What follows belongs to an exercise in optimizing a design on an open flow for small area, a short achievable clock period and few clock cycles per item; a production flow would make more cautious choices. Only simulation tests tie the RTL to the original design; equivalence was not proved. Power is estimated from default activity; no workload was simulated.

==> flow/design.v (outline; a module is shown in full before it is edited, if it fits) <==
// module top_module: 3165 lines
// module fa_cell: 4 lines
// module hai_cell: 4 lines
module top_module(clk, reset, INIT, READY, DONE,
                  input_ram_en, input_ram_addr, input_ram_data,
                  filter_rom_en, filter_rom_addr, filter_rom_data,
                  conv_valid, conv_out);
  // ...
==> flow/run.sh <==
#!/bin/bash
# synth_recipe.tcl (not shown) runs the flow's synth.tcl, then flattens the netlist and writes it again
# the make line also repeats each setting of config.mk as NAME=value (left out here)
make -C /OpenROAD-flow-scripts/flow DESIGN_CONFIG=/design/flow/config.mk WORK_HOME=/design/flow/orfs CLKGATE_MAP_FILE= SYNTH_SCRIPT=/design/flow/synth_recipe.tcl finish
==> flow/config.mk <==
export PLATFORM = sky130hd
export DESIGN_NAME = top_module
export DESIGN_NICKNAME = top_module
export VERILOG_FILES = /design/flow/design.v
export SDC_FILE = /design/flow/constraint.sdc
export NUM_CORES = 4
export LEC_CHECK = 0
export CAP_MARGIN = 20
export CORE_MARGIN = 2
export CORE_UTILIZATION = 40
export CTS_BUF_LIST = sky130_fd_sc_hd__clkbuf_8
export CTS_CLUSTER_SIZE = 16
export PLACE_DENSITY = 0.6
export SETUP_SLACK_MARGIN = 3.4
export SLEW_MARGIN = 20
export SYNTH_HIERARCHICAL = 1
export SYNTH_MINIMUM_KEEP_SIZE = 0
==> flow/constraint.sdc <==
create_clock -name core_clock -period 6.0 [get_ports {clk}]
set_input_delay 1.2000 -clock core_clock [delete_from_list [all_inputs] [get_ports {clk}]]
set_output_delay 1.2000 -clock core_clock [all_outputs]
set_load 0.01 [all_outputs]
==> results.sh, run 1 <==
export IMPL_yosysMostFrequentCell="nand2_1"
export IMPL_finalSetupViolations=0
export IMPL_clk_latency_ns=0.66
export IMPL_drc=0
export IMPL_min_period_ns=2.66
export IMPL_avgSynthCellArea_sq_um=11.8
export IMPL_dieArea_sq_mm=0.0520
export IMPL_htreeDepth=2
export IMPL_synthSimpleGateAreaFrac=0.119
export IMPL_power_mw=12.1
export IMPL_max_freq_mhz=376
export IMPL_synth_common_cells="nand2_1, fa_1, dfxtp_1"
export IMPL_switching_share=0.401
export IMPL_die_height_um=228
export IMPL_worstPathRequired_ns=6.49
export IMPL_synth_seq_cells=304
export IMPL_r2r_setup_slack_ns=3.46
export IMPL_post_cts_buffers=3
export IMPL_post_route_period_util=0.443
export IMPL_largest_cell_class="multi-input combinational cells"
export IMPL_start_util=0.403
export IMPL_grt_util_met2=0.416
export IMPL_ant_nets=0
export IMPL_layout_common_cells="nand2_1, dfxtp_1, fa_1"
export IMPL_cts_resized=494
export IMPL_cts_tree="done"
export IMPL_finalHoldViolCount=0
export IMPL_wl_per_cell_um=25.5
export IMPL_ioPinCount=167
export IMPL_yosysSeqAreaShare=0.303
export IMPL_crit_arrival_ns=3.15
export IMPL_layout_drive_gt1_share=0.354
export IMPL_powerDensity_mw_per_mm2=496
export IMPL_ir_drop_v=0.000267
export IMPL_cell_internal_pwr_mw=7.26
export IMPL_totalWireLength_um=64200
export IMPL_layout_commonest_cell="nand2_1"
export IMPL_path_cells="clkdlybuf4s18_2, nand2_2, fa_2, fa_1, fa_1"
export IMPL_status="complete, no violations"
Testbench counts, summed over its fixed seeds: cycles 8,320, items 4,112.
==> inputs of run 2 (changes only) <==
==> flow/flow/run.sh (new file) <==
#!/bin/bash
# Layout flow: the standard ORFS flow (standard.sh), unchanged except that the
# port buffers that global placement inserts on every input and output are
# sky130_fd_sc_hd__buf_1 cells (timing repair may still resize them).
# The whole make output goes to flow_make.log in the work folder; ORFS also keeps
# each step's own log under orfs/logs/.
set -euo pipefail
export BUFFER_PORTS_ARGS="-buffer_cell sky130_fd_sc_hd__buf_1"
bash standard.sh "BUFFER_PORTS_ARGS=-buffer_cell sky130_fd_sc_hd__buf_1" finish > flow_make.log 2>&1
==> flow/standard.sh (new file) <==
#!/bin/bash
# synth_recipe.tcl (not shown) runs the flow's synth.tcl, then flattens the netlist and writes it again
# the make line also repeats each setting of config.mk as NAME=value (left out here)
make -C /OpenROAD-flow-scripts/flow DESIGN_CONFIG=/design/flow/config.mk WORK_HOME=/design/flow/orfs CLKGATE_MAP_FILE= SYNTH_SCRIPT=/design/flow/synth_recipe.tcl "${@:-finish}"
removed: flow/run.sh
==> run 2 against run 1 <==
Against the previous run: still clean; global-route usage shrank 0.16 points; final cell count shrank 0.16%; synthesized cell count is the same; worst setup slack gained 0.050 ns; first-iteration DRC count grew 13%; design area shrank 2.2%.
==> results.sh, run 2 <==
export IMPL_powerDensity_mw_per_mm2=500
export IMPL_synth_edf_count=0
export IMPL_crit_arrival_ns=3.13
export IMPL_slew_viol_final=0
export IMPL_top_regs="acc x20, rd_addr x10"
export IMPL_gr_total_overflow=0
export IMPL_wl_per_cell_um=25.5
export IMPL_diodes=0
export IMPL_finalHoldViolCount=0
export IMPL_min_period_ns=2.61
export IMPL_ant_nets=0
export IMPL_yosys_cell_types_count=46
export IMPL_layout_drive_gt1_share=0.352
export IMPL_largest_reg_flops=20
export IMPL_grt_pass1_wl_um=94600
export IMPL_post_route_period_util=0.435
export IMPL_wl_met3_um=5530
export IMPL_grt_pass1_vias=14758
export IMPL_fin_cells=2517
export IMPL_cts_sinks=304
export IMPL_route_met2_wl_um=30000
export IMPL_p_leak_nw=8.81
export IMPL_async_flop_share=0
export IMPL_htreeDepth=2
export IMPL_rsz0062_at_grt="true"
export IMPL_wl_met1_um=26800
export IMPL_cts_buffers=55
export IMPL_fp_row_count=82
export IMPL_vias=13058
export IMPL_max_freq_mhz=383
export IMPL_maxCapViolCount=0
export IMPL_synth_cells=1709
export IMPL_cp_start_kind="register"
export IMPL_top_layer_used="met5"
export IMPL_cts_tree="done"
export IMPL_synth_common_cells="nand2_1, fa_1, dfxtp_1"
export IMPL_die_height_um=228
export IMPL_start_util=0.403
export IMPL_pre_cts_slack_ns=2.35
export IMPL_clock_path_buffers=3
export IMPL_clk_latency_ns=0.67
export IMPL_crit_slowest_cell="fa_2"
export IMPL_fin_ws_ns=3.39
export IMPL_dp_cells=2412
export IMPL_min_delay_path_class="register to register"
export IMPL_netlist_area_sq_mm=0.0201
export IMPL_dieArea_sq_mm=0.0520
export IMPL_r2r_setup_slack_ns=3.39
export IMPL_drt_iter0_markers=977
export IMPL_avgViaCountPerCell=5.19
export IMPL_finalSetupViolations=0
export IMPL_synth_top_area_frac=0.492
export IMPL_gp_congestion=0.961
export IMPL_place_hpwl_um=52400
export IMPL_syn_num_nets=2366
export IMPL_port_buffers=166
export IMPL_die_width_um=228
export IMPL_path_cells="buf_12, nand2_1, inv_1, ha_1, inv_1, inv_1, fa_2, nand2b_4, a21oi_4, o2111ai_4, a21oi_4, o221a_2, o211ai_1"
export IMPL_totalWireLength_um=64100
export IMPL_relSlewSlack=0.604
export IMPL_grt_use_total=0.251
export IMPL_fin_nets=2464
export IMPL_antenna_found_initial=3
export IMPL_cts_reportedPaths_clkPinSlew_ns=0.06
export IMPL_grt_max_degree=16
export IMPL_path_max_fanout=5
export IMPL_crit_type="register to register"
export IMPL_yosysWarnings=7
export IMPL_holdBufCountCts=0
export IMPL_ir_drop_v=0.000249
export IMPL_layout_commonest_cell="nand2_1"
export IMPL_endpoint_kind="register"
export IMPL_status="complete, no violations"
export IMPL_setup_tns_ns=0
export IMPL_area_growth_pct=19.0
export IMPL_coreArea_sq_mm=0.0499
export IMPL_layout_common_cells="nand2_1, dfxtp_1, fa_1"
export IMPL_netlist_top_cells_area="fa_1, dfxtp_1, nand2_1"
export IMPL_yosysSeqAreaShare=0.303
export IMPL_drc=0
export IMPL_synth_seq_cells=304
export IMPL_path_common_cell="inv_1"
export IMPL_synth_ff_type="dfxtp_1"
export IMPL_power_mw=11.9
export IMPL_avgSynthCellArea_sq_um=11.8
export IMPL_worstPathRequired_ns=6.52
export IMPL_critPathMaxStageDelay_ns=0.40
export IMPL_largest_register="acc"
export IMPL_yosysMostFrequentCell="nand2_1"
export IMPL_ioPinCount=167
export IMPL_worst_slew_pin_transition_ns=0.587
export IMPL_yosysTopAreaCell="fa_1"
export IMPL_skew_ns=0.0385
export IMPL_clockRootBuffer="clkbuf_8"
export IMPL_dr_pass1_iters=5
==> run 2: modules after synthesis (local to each module, per instance) <==
| module | cell area, sq um | cells | times used |
|---|---|---|---|
| hai_cell | 27.5 | 5 | 11 |
| fa_cell | 20.0 | 1 | 493 |
| top_module | 9920 | 1161 | 1 |
==> run 2: timing repair <==
action                                  in CTS  in global routing
pin swaps                                    5                 19
gates cloned                                 1                  1
endpoints found under the setup margin     117                 35
resized for setup                          163                 36
buffers inserted                             2                  6
==> run 2: critical path, delay by kind of cell, from the launching register on <==
| family | cells | cell delay, ns |
|---|---|---|
| AO/OA/AOI/OAI | 5 | 0.91 |
| adder cells (fa/ha/maj) | 2 | 0.66 |
| flip-flops | 1 | 0.37 |
| buffers and inverters | 4 | 0.32 |
| AND/OR/NAND/NOR | 2 | 0.22 |
==> run 2: through the flow <==
| step | instance area [sq um] | hold WS [ns] | utilization |
|---|---|---|---|
| 2_1_floorplan | 23300 | 0.310 | - |
| 4_1_cts | 23800 | 0.326 | 0.477 |
| 6_report | 23900 | 0.325 | 0.479 |
| 3_5_place_dp | 22300 | 0.312 | 0.447 |
| 3_3_place_gp | 22300 | 0.313 | 0.447 |
| 5_1_grt | 23900 | 0.335 | 0.479 |
==> run 2: final cells by class <==
cell class,instances,area [sq um]
Clock buffer,66,908
Inverter,52,195
Tap cell,672,841
Clock inverter,29,251
Fill cell,4544,26000
Timing Repair Buffer,177,925
Sequential cell,304,6090
Multi-Input combinational cell,1217,14700
==> run 2: logic make-up after synthesis <==
family / count (synthesis) / synth area share
adder cells (fa/ha/maj): 526 / 0.512
AO/OA/AOI/OAI: 56 / 0.0196
XOR/XNOR: 25 / 0.0109
AND/OR/NAND/NOR: 610 / 0.119
buffers and inverters: 188 / 0.0356
flip-flops: 304 / 0.303
==> run 2: worst paths after layout <==
check | cells past startpoint | end | start
max | 13 | acc[18]$_DFF_P_ | g_q$_DFF_P_
min | 0 | k3_1717$_DFF_P_ | k2_1625$_DFF_P_
max reg2reg | 13 | acc[18]$_DFF_P_ | g_q$_DFF_P_
min reg2reg | 0 | k3_1717$_DFF_P_ | k2_1625$_DFF_P_
==> run 2: per-layer routing <==
layer	up-vias	global-route usage
li1	5329	-
met1	6939	0.335
met2	662	0.408
met3	126	0.0596
met4	2	0.0760
met5	-	0
==> run 2: power breakdown <==
| group | switching [mW] | internal (mW) | total, mW |
|---|---|---|---|
| clock network | 0.905 | 1.17 | 2.07 |
| registers | 0.465 | 2.96 | 3.43 |
| logic | 3.50 | 2.94 | 6.44 |
==> inputs of run 3 (changes only) <==
--- a/flow/config.mk
+++ b/flow/config.mk
@@ -10,5 +10,5 @@
 export CORE_UTILIZATION = 40
 export CTS_BUF_LIST = sky130_fd_sc_hd__clkbuf_8
-export CTS_CLUSTER_SIZE = 16
+export CTS_CLUSTER_SIZE = 30
 export PLACE_DENSITY = 0.6
 export SETUP_SLACK_MARGIN = 3.4
==> run 3 against run 2 <==
Against the previous run: global-route usage is the same; critical endpoint unchanged; design area is the same; critical path type unchanged; clock skew is the same; register-to-register slack is essentially flat; core utilization is the same; sequential power is essentially flat; first-iteration DRC count is the same; still clean; non-clock buffer count is the same; sequential cell count is the same.
==> results.sh, run 3 <==
export IMPL_status="complete, no violations"
export IMPL_start_util=0.403
export IMPL_slew_viol_final=0
export IMPL_layout_common_cells="nand2_1, dfxtp_1, fa_1"
export IMPL_area_growth_pct=19.0
export IMPL_finalSetupViolations=0
export IMPL_yosysTopAreaCell="fa_1"
export IMPL_clockRootBuffer="clkbuf_8"
export IMPL_diodes=0
export IMPL_ant_nets=0
export IMPL_skew_ns=0.0385
export IMPL_worst_slew_pin_transition_ns=0.587
export IMPL_pre_cts_slack_ns=2.35
export IMPL_ir_drop_v=0.000249
export IMPL_largest_reg_flops=20
export IMPL_multi_input_area_sq_mm=0.0147
export IMPL_fin_cells=2517
export IMPL_clock_path_buffers=3
export IMPL_synth_cells=1709
export IMPL_vias=13058
export IMPL_grt_max_degree=16
export IMPL_cts_reportedPaths_clkPinSlew_ns=0.06
export IMPL_cts_buffers=55
export IMPL_seq_area_sq_mm=0.00609
export IMPL_cp_start_kind="register"
export IMPL_wl_per_cell_um=25.5
export IMPL_fillers=4544
export IMPL_place_hpwl_um=52400
export IMPL_setup_tns_ns=0
export IMPL_endpoint_kind="register"
export IMPL_layout_drive_gt1_share=0.352
export IMPL_coreArea_sq_mm=0.0499
export IMPL_grt_pass1_wl_um=94600
export IMPL_dp_cells=2412
export IMPL_post_route_period_util=0.435
export IMPL_async_flop_share=0
export IMPL_finalHoldViolCount=0
export IMPL_die_width_um=228
export IMPL_dpl_cell_area_sq_mm=0.0223
export IMPL_gp_congestion=0.961
export IMPL_ioPinCount=167
export IMPL_powerDensity_mw_per_mm2=500
export IMPL_totalWireLength_um=64100
export IMPL_netlist_area_sq_mm=0.0201
export IMPL_cts_tree="done"
export IMPL_cts_sinks=304
export IMPL_fin_nets=2464
export IMPL_avgSynthCellArea_sq_um=11.8
export IMPL_yosysWarnings=7
export IMPL_yosysMostFrequentCell="nand2_1"
export IMPL_dieArea_sq_mm=0.0520
export IMPL_fin_ws_ns=3.39
export IMPL_gr_total_overflow=0
export IMPL_maxCapViolCount=0
export IMPL_dr_pass1_iters=5
export IMPL_netlist_top_cells_area="fa_1, dfxtp_1, nand2_1"
export IMPL_min_period_ns=2.61
export IMPL_avgViaCountPerCell=5.19
export IMPL_port_buffers=166
export IMPL_yosysSeqAreaShare=0.303
export IMPL_synth_common_cells="nand2_1, fa_1, dfxtp_1"
export IMPL_fp_row_count=82
export IMPL_synth_ff_type="dfxtp_1"
export IMPL_top_regs="acc x20, rd_addr x10"
export IMPL_synth_top_area_frac=0.492
export IMPL_yosys_cell_types_count=46
export IMPL_max_freq_mhz=383
export IMPL_largest_register="acc"
export IMPL_die_height_um=228
export IMPL_worstPathRequired_ns=6.52
export IMPL_crit_arrival_ns=3.13
export IMPL_syn_num_nets=2366
export IMPL_grt_pass1_vias=14758
export IMPL_synth_seq_cells=304
export IMPL_antenna_found_initial=3
export IMPL_htreeDepth=2
export IMPL_drt_iter0_markers=977
export IMPL_clk_latency_ns=0.67
export IMPL_layout_commonest_cell="nand2_1"
export IMPL_relSlewSlack=0.604
export IMPL_min_delay_path_class="register to register"
export IMPL_path_max_fanout=5
export IMPL_p_leak_nw=8.81
export IMPL_grt_use_total=0.251
export IMPL_drc=0
export IMPL_synth_edf_count=0
export IMPL_final_cell_area_sq_mm=0.0239
export IMPL_crit_type="register to register"
export IMPL_rsz0062_at_grt="true"
run 3: cell counts after synthesis:
Identical to the previous run, type by type.
run 3: kinds of logic after synthesis:
group           synth area share
compound gates            0.0196
xor+xnor                  0.0109
fa+ha+maj                  0.512
buf+inv                   0.0356
flops                      0.303
simple gates               0.119
run 3: through the flow:
step / utilization / power, mW / hold WS (ns)
3_5_place_dp: 0.447 / 9.66 / 0.312
6_report: 0.479 / 11.9 / 0.325
3_3_place_gp: 0.447 / 9.47 / 0.313
2_1_floorplan: - / 7.70 / 0.310
5_1_grt: 0.479 / 13.1 / 0.335
4_1_cts: 0.477 / 11.9 / 0.326
run 3: per-layer routing:
metal / vias to the layer above / track usage / part of all wire
li1: 5329 / - / -
met1: 6939 / 0.335 / 0.42
met2: 662 / 0.408 / 0.47
met3: 126 / 0.0596 / 0.086
met4: 2 / 0.0760 / 0.027
met5: - / 0 / 0.00020
run 3: power by group:
part	internal, mW	switching (mW)
Sequential	2.96	0.465
Combinational	2.94	3.50
Clock	1.17	0.905
Total	7.07	4.86
run 3: Yosys stat by module, one instance, submodules excluded:
module      cells  flops+latches
fa_cell         1              0
hai_cell        5              0
top_module   1161            304
run 3: final timing paths:
kind	from	end	slack [ns]	cells after the start
worst max register to register	g_q$_DFF_P_	acc[18]$_DFF_P_	3.39	13
worst max-delay path	g_q$_DFF_P_	acc[18]$_DFF_P_	3.39	13
worst min-delay path	k2_1625$_DFF_P_	k3_1717$_DFF_P_	0.32	0
worst min register to register	k2_1625$_DFF_P_	k3_1717$_DFF_P_	0.32	0
run 3: final cells by class:
| type | count | area share |
|---|---|---|
| clock buffers | 66 | 0.0380 |
| well taps | 672 | 0.0352 |
| repair buffers | 177 | 0.0387 |
| clock inverters | 29 | 0.0105 |
| inverters | 52 | 0.00817 |
| multi-input cells | 1217 | 0.615 |
| flip-flops and latches | 304 | 0.255 |
run 3: critical path: stages, from the launching register on:
cell	delay, ns
dfxtp_4	0.37
buf_12	0.14
nand2_1	0.05
inv_1	0.05
ha_1	0.26
inv_1	0.07
inv_1	0.06
fa_2	0.40
nand2b_4	0.17
a21oi_4	0.18
o2111ai_4	0.19
a21oi_4	0.24
o221a_2	0.22
o211ai_1	0.08
run 3: timing repair:
action,4_1_cts,5_1_grt
endpoints found under the setup margin,117,35
hold buffers,0,0
buffers inserted,2,6
pin swaps,5,19
resized for setup,163,36
gates cloned,1,1
==> inputs of run 4 (changes only) <==
--- a/flow/config.mk
+++ b/flow/config.mk
@@ -9,6 +9,4 @@
 export CORE_MARGIN = 2
 export CORE_UTILIZATION = 40
-export CTS_BUF_LIST = sky130_fd_sc_hd__clkbuf_8
-export CTS_CLUSTER_SIZE = 30
 export PLACE_DENSITY = 0.6
 export SETUP_SLACK_MARGIN = 3.4
==> run 4 against run 3 <==
Against the previous run: still clean on timing, DRC and antenna; core utilization is 0.59 points higher; final cell count is 1.3% lower; clock power is 9% higher; fmax is 0.92% lower; area after synthesis stayed put; register-to-register slack better by 0.03 ns; count of clock-buffer cells in the layout is 19 lower; die area stayed put; global-route usage is 0.083 points lower; critical path type is now input pin to register; critical endpoint is now k1_1229$_DFF_P_; highest routed layer is now met4.
==> results.sh, run 4 <==
export IMPL_status="complete, no violations"
export IMPL_die_width_um=228
export IMPL_vias=12917
export IMPL_coreArea_sq_mm=0.0499
export IMPL_skew_ns=0.0202
export IMPL_r2r_setup_slack_ns=3.42
export IMPL_worstPathRequired_ns=6.40
export IMPL_layout_drive_gt1_share=0.350
export IMPL_largest_reg_flops=20
export IMPL_setup_tns_ns=0
export IMPL_avgViaCountPerCell=5.20
export IMPL_dieArea_sq_mm=0.0520
export IMPL_yosysWarnings=7
export IMPL_synth_seq_cells=304
export IMPL_min_period_ns=2.63
export IMPL_crit_type="input pin to register"
export IMPL_ant_nets=0
export IMPL_ioPinCount=167
export IMPL_netlist_area_sq_mm=0.0201
export IMPL_crit_start="input_ram_data[21]"
export IMPL_critPathMaxStageDelay_ns=0.56
export IMPL_grt_use_total=0.250
export IMPL_worst_slew_pin_transition_ns=0.387
export IMPL_area_growth_pct=20.4
export IMPL_whs_path_depth=0
export IMPL_reg2reg_depth=10
export IMPL_layout_commonest_cell="nand2_1"
export IMPL_relSlewSlack=0.740
export IMPL_finalSetupViolations=0
export IMPL_cts_reportedPaths_clkPinSlew_ns=0.06
export IMPL_crit_arrival_ns=3.03
export IMPL_synth_edf_count=0
export IMPL_rsz0062_at_grt="true"
export IMPL_maxCapViolCount=0
export IMPL_grt_max_degree=14
export IMPL_slew_viol_final=0
export IMPL_grt_pass1_wl_um=94200
export IMPL_cp_start_kind="input pin"
export IMPL_drt_iter0_markers=1143
export IMPL_cts_tree="done"
export IMPL_min_delay_path_class="register to register"
export IMPL_powerDensity_mw_per_mm2=508
export IMPL_die_height_um=228
export IMPL_cts_sinks=304
export IMPL_netlist_top_cells_area="fa_1, dfxtp_1, nand2_1"
export IMPL_crit_family="adder cells"
export IMPL_top_regs="acc x20, rd_addr x10"
export IMPL_fillers=4501
export IMPL_fin_nets=2443
export IMPL_synth_ff_type="dfxtp_1"
export IMPL_synth_common_cells="nand2_1, fa_1, dfxtp_1"
export IMPL_crit_buf_inv=1
export IMPL_yosys_cell_types_count=46
export IMPL_layout_common_cells="nand2_1, dfxtp_1, fa_1"
export IMPL_grt_pass1_vias=14436
export IMPL_async_flop_share=0
export IMPL_synth_top_area_frac=0.492
export IMPL_htreeDepth=2
export IMPL_drc=0
export IMPL_port_buffers=166
export IMPL_yosysMostFrequentCell="nand2_1"
export IMPL_final_util=0.485
export IMPL_r2r_end="acc[15]$_DFF_P_"
export IMPL_max_freq_mhz=380
export IMPL_clockRootBuffer="clkbuf_16"
export IMPL_clk_latency_ns=0.55
export IMPL_place_hpwl_um=52400
export IMPL_path_cells="buf_2, nand2_1, fa_2, fa_2, fa_1"
export IMPL_avgSynthCellArea_sq_um=11.8
export IMPL_fp_row_count=82
export IMPL_crit_slowest_cell="fa_2"
export IMPL_final_cell_area_sq_mm=0.0242
export IMPL_min_from="k2_1621$_DFF_P_"
export IMPL_yosysSeqAreaShare=0.303
export IMPL_ir_drop_v=0.000292
export IMPL_path_max_fanout=8
export IMPL_reg2reg_from="g_q$_DFF_P_"
export IMPL_post_route_period_util=0.439
export IMPL_yosysTopAreaCell="fa_1"
export IMPL_p_leak_nw=8.81
export IMPL_dpl_cell_area_sq_mm=0.0223
export IMPL_finalHoldViolCount=0
export IMPL_antenna_found_initial=3
export IMPL_syn_num_nets=2366
export IMPL_synth_cells=1709
export IMPL_cts_buffers=35
export IMPL_endpoint_kind="register"
export IMPL_diodes=0
export IMPL_gp_congestion=0.961
export IMPL_dr_pass1_iters=5
export IMPL_gr_total_overflow=0
export IMPL_path_common_cell="fa_2"
export IMPL_holdPathEnd="k3_1713$_DFF_P_"
export IMPL_start_util=0.403
export IMPL_largest_register="acc"
export IMPL_clock_path_buffers=3
export IMPL_totalWireLength_um=63900
export IMPL_wl_per_cell_um=25.7
-- run 4: cell counts after synthesis --
No cell type changed its count.
-- run 4: layout make-up --
class                           count  area, sq um  share of cell area
Multi-Input combinational cell   1217        14800               0.611
Clock inverter                     17          210             0.00869
Sequential cell                   304         6090               0.252
Inverter                           52          195             0.00807
Clock buffer                       47         1000              0.0414
Timing Repair Buffer              176         1080              0.0447
Tap cell                          672          841              0.0348
-- run 4: worst register-to-register path: cells and delay by family, from the launching register on --
family	cells	cell delay, ns
adders and majority gates	2	0.83
AOI/OAI and AO/OA	4	0.77
DFF	1	0.36
and+or+nand+nor	2	0.23
xor gates and xnor gates	1	0.16
buffers and inverters	1	0.13
-- run 4: Yosys stat by module (local to each module, per instance) --
| module | flip-flops and latches | times used | cells inside |
|---|---|---|---|
| fa_cell | 0 | 493 | 1 |
| top_module | 304 | 1 | 1161 |
| hai_cell | 0 | 11 | 5 |
-- run 4: how the worst max path moves through the flow --
stage / endpoint / slack, ns / depth (start not counted)
6_report: k1_1229$_DFF_P_ / 3.37 / 5
3_5_place_dp: k1_1213$_DFF_P_ / 2.35 / 5
2_1_floorplan: k1_1229$_DFF_P_ / 3.14 / 5
5_1_grt: acc[15]$_DFF_P_ / 3.30 / 10
4_1_cts: k1_1213$_DFF_P_ / 3.37 / 5
3_3_place_gp: k1_1213$_DFF_P_ / 2.37 / 5
-- run 4: logic make-up (layout without fill, tap and decap cells) --
| logic type | count (synthesis) | in the layout | synth area share |
|---|---|---|---|
| DFF | 304 | 304 | 0.303 |
| buffers and inverters | 188 | 292 | 0.0356 |
| adders and majority gates | 526 | 526 | 0.512 |
| AOI/OAI and AO/OA | 56 | 56 | 0.0196 |
| xor gates and xnor gates | 25 | 25 | 0.0109 |
| and+or+nand+nor | 610 | 610 | 0.119 |
-- run 4: routing by layer --
metal  up-vias  part of all wire  GRT usage
met5         -                 0          0
met4         0             0.025     0.0627
met3       114             0.099     0.0586
met2       684              0.47      0.407
met1      6831              0.41      0.339
li1       5288                 -          -
-- run 4: power breakdown --
part	internal (mW)	leakage, nW	total [mW]	switching (mW)
combinational	3.07	5.67	6.61	3.53
sequential	2.96	2.55	3.42	0.464
clock	1.35	0.600	2.25	0.894
-- run 4: through the flow --
stage	cells	power [mW]	hold WS, ns	setup WS, ns
after floorplan	1709	7.70	0.310	3.14
after global placement	2412	9.47	0.313	2.37
after detailed placement	2412	9.66	0.312	2.35
after CTS	2479	12.1	0.326	3.37
after global routing	2485	13.5	0.334	3.30
final	2485	12.3	0.325	3.37
-- run 4: what timing repair did --
item / 4_1_cts / 5_1_grt
buffers inserted: 2 / 6
setup endpoints to repair: 150 / 40
hold endpoints to repair: 0 / 0
resized for setup: 185 / 101
cloned: 1 / 0
pin swaps: 8 / 17
hold buffers: 0 / 0
==> inputs of run 5 (changes only) <==
==> flow/flow/run.sh (replaced) <==
#!/bin/bash
# Layout flow: the standard ORFS flow (standard.sh), with two changes:
#  - the port buffers that global placement puts on every input and output are
#    sky130_fd_sc_hd__buf_1 cells (timing repair may still resize them);
#  - clock tree synthesis arguments: -sink_clustering_enable -repair_clock_nets -dont_use_dummy_load -buf_list sky130_fd_sc_hd__clkbuf_8 -sink_clustering_size 15 -sink_clustering_max_diameter 60
# The whole make output goes to flow_make.log in the work folder; ORFS also keeps
# each step's own log under orfs/logs/.
set -euo pipefail
export BUFFER_PORTS_ARGS="-buffer_cell sky130_fd_sc_hd__buf_1"
export CTS_ARGS="-sink_clustering_enable -repair_clock_nets -dont_use_dummy_load -buf_list sky130_fd_sc_hd__clkbuf_8 -sink_clustering_size 15 -sink_clustering_max_diameter 60"
bash standard.sh "BUFFER_PORTS_ARGS=$BUFFER_PORTS_ARGS" "CTS_ARGS=$CTS_ARGS" finish > flow_make.log 2>&1
==> run 5 against run 4 <==
Against the previous run: die area stayed put; fmax is 0.84% higher; total power is 11% lower; sequential cell count stayed put; sequential power hardly changed; combinational power is 3.0% lower; highest routed layer unchanged.
==> results.sh, run 5 <==
export IMPL_status="complete, no violations"
export IMPL_seq_area_sq_mm=0.00609
export IMPL_worst_slew_pin_transition_ns=0.423
export IMPL_synth_ff_type="dfxtp_1"
export IMPL_finalHoldViolCount=0
export IMPL_drt_iter0_markers=1028
export IMPL_avgSynthCellArea_sq_um=11.8
export IMPL_grt_use_total=0.248
export IMPL_netlist_top_cells_area="fa_1, dfxtp_1, nand2_1"
export IMPL_clock_path_buffers=3
export IMPL_yosys_cell_types_count=46
export IMPL_avgViaCountPerCell=5.24
export IMPL_fin_ws_ns=3.39
export IMPL_setup_tns_ns=0
export IMPL_clockRootBuffer="clkbuf_8"
export IMPL_reg2reg_from="g_q$_DFF_P_"
export IMPL_synth_seq_cells=304
export IMPL_drc=0
export IMPL_crit_type="input pin to register"
export IMPL_min_period_ns=2.61
export IMPL_synth_cells=1709
export IMPL_cp_start_kind="input pin"
export IMPL_multi_input_area_sq_mm=0.0147
export IMPL_layout_commonest_cell="nand2_1"
export IMPL_endpoint_kind="register"
export IMPL_rsz0062_at_grt="true"
export IMPL_place_hpwl_um=52400
export IMPL_fp_row_count=82
export IMPL_dr_pass1_iters=7
export IMPL_yosysSeqAreaShare=0.303
export IMPL_die_width_um=228
export IMPL_crit_start="filter_rom_data[2]"
export IMPL_clk_latency_ns=0.66
export IMPL_path_max_fanout=8
export IMPL_gp_congestion=0.961
export IMPL_skew_ns=0.0590
export IMPL_pre_cts_slack_ns=2.35
export IMPL_cts_sinks=304
export IMPL_layout_common_cells="nand2_1, dfxtp_1, fa_1"
export IMPL_dpl_cell_area_sq_mm=0.0223
export IMPL_finalSetupViolations=0
export IMPL_grt_pass1_vias=14463
export IMPL_antenna_found_initial=2
export IMPL_top_regs="acc x20, rd_addr x10"
export IMPL_wl_per_cell_um=25.9
export IMPL_syn_num_nets=2366
export IMPL_yosysTopAreaCell="fa_1"
export IMPL_grt_pass1_wl_um=93800
export IMPL_maxCapViolCount=0
export IMPL_htreeDepth=1
export IMPL_max_freq_mhz=383
export IMPL_synth_top_area_frac=0.492
export IMPL_min_from="k2_1621$_DFF_P_"
export IMPL_port_buffers=166
export IMPL_power_mw=11.0
export IMPL_post_route_period_util=0.435
export IMPL_largest_reg_flops=20
export IMPL_final_cell_area_sq_mm=0.0231
export IMPL_area_growth_pct=15.1
export IMPL_cts_buffers=31
export IMPL_ant_nets=0
export IMPL_worst_hold_slack_ns=0.332
export IMPL_synth_common_cells="nand2_1, fa_1, dfxtp_1"
export IMPL_yosysMostFrequentCell="nand2_1"
export IMPL_die_height_um=228
export IMPL_cts_reportedPaths_clkPinSlew_ns=0.09
export IMPL_synth_edf_count=0
export IMPL_grt_max_degree=16
export IMPL_p_leak_nw=8.34
export IMPL_start_util=0.403
export IMPL_powerDensity_mw_per_mm2=475
export IMPL_coreArea_sq_mm=0.0499
export IMPL_fin_nets=2434
export IMPL_min_delay_path_class="register to register"
export IMPL_slew_viol_final=0
export IMPL_reg2reg_depth=10
export IMPL_yosysWarnings=7
export IMPL_cts_tree="done"
export IMPL_dieArea_sq_mm=0.0520
export IMPL_fillers=4607
export IMPL_layout_drive_gt1_share=0.335
export IMPL_ir_drop_v=0.000249
export IMPL_vias=12828
export IMPL_whs_path_depth=0
export IMPL_relSlewSlack=0.718
export IMPL_async_flop_share=0
export IMPL_ioPinCount=167
export IMPL_largest_register="acc"
export IMPL_gr_total_overflow=0
export IMPL_crit_arrival_ns=3.10
export IMPL_netlist_area_sq_mm=0.0201
export IMPL_worstPathRequired_ns=6.49
export IMPL_totalWireLength_um=63400
[run 5: cell types whose count changed in the layout (fill, tap and decap cells not counted), moves of 5 or more]
cell	delta
buf_2	+66
buf_4	-15
clkbuf_1	-5
clkbuf_16	-36
clkbuf_4	-57
clkbuf_8	+25
clkinv_2	-8
[run 5: cell type report]
class	instances	area share
multi-input combinational	1217	0.636
sequential	304	0.264
timing repair buffer	171	0.0373
tap	672	0.0364
clock buffer	31	0.0185
inverter	52	0.00844
antenna	1	0.000108
[run 5: worst paths after layout]
path                           to  slack, ns
setup / recovery  k1_1229$_DFF_P_       3.39
setup reg to reg  acc[15]$_DFF_P_       3.40
hold / removal    k3_1713$_DFF_P_       0.33
hold reg to reg   k3_1713$_DFF_P_       0.33
[run 5: worst max-delay path: stages]
cell and delay [ns]:
buf_2 0.30, nand2_4 0.08, fa_2 0.41, fa_2 0.63
fa_1 0.47
[run 5: repair_timing]
action	CTS	global route
pin swaps	4	8
resized for setup	165	36
cloned	1	0
endpoints found under the setup margin	119	39
hold buffers	0	0
buffers inserted	1	2
[run 5: kinds of logic (layout without fill, tap and decap cells)]
family	count (synthesis)	after routing	synth area share
buffers and inverters	188	254	0.0356
other	0	1	0
DFF	304	304	0.303
adders and majority gates	526	526	0.512
and+or+nand+nor	610	610	0.119
AOI/OAI and AO/OA	56	56	0.0196
xor gates and xnor gates	25	25	0.0109
[run 5: metrics by stage]
stage	instances	util
5_1_grt	2448	0.464
6_report	2448	0.464
4_1_cts	2445	0.462
3_5_place_dp	2412	0.447
2_1_floorplan	1709	-
3_3_place_gp	2412	0.447
[run 5: modules after synthesis, one instance, submodules excluded]
module	flops+latches	cell area [sq um]
fa_cell	0	20.0
hai_cell	0	27.5
top_module	304	9920
[run 5: metal layers]
layer | routed length [um] | up-vias | part of all wire | GRT usage
li1 | - | 5225 | - | -
met1 | 26000 | 6763 | 0.41 | 0.335
met2 | 29400 | 704 | 0.46 | 0.405
met3 | 6130 | 136 | 0.097 | 0.0581
met4 | 1890 | 0 | 0.030 | 0.0619
met5 | 0 | - | 0 | 0
[run 5: where the power goes]
group          internal (mW)  switching, mW  total, mW
logic                   2.93           3.48       6.41
clock network          0.455          0.695       1.15
registers               2.96          0.463       3.42
total                   6.35           4.64       11.0

[afterwards: timing with drivers on the ports]
Ports are ideal in the flow. The routed layouts listed here were re-timed in OpenROAD.
Step 1 assumes that a clkbuf_16 drives the clock port and a buf_2 every other input.
Step 2 also shifts input and output timing later by t, the mid clock arrival at the registers, as if the neighbouring blocks saw the same clock.
Slacks: no drivers / after step 1 / after step 2; pairs: no drivers / after step 1.
run	t (ns)	setup slack, ns	slew at the worst register clock pin (ns)	cell pins on the clock port's net
run 1	0.696	3.342 / 3.364 / 2.668	0.07 / 0.07	1
run 2	0.706	3.392 / 3.392 / 2.730	0.06 / 0.06	1
run 3	0.706	3.392 / 3.392 / 2.730	0.06 / 0.06	1
run 4	0.608	3.368 / 3.400 / 2.792	0.06 / 0.06	1
run 5	0.689	3.390 / 3.404 / 2.732	0.10 / 0.10	1
After both steps every run listed still meets setup and hold. For run 1, which loses most, drivers alone change the setup slack by +0.022 ns; drivers and shift together by -0.674 ns.
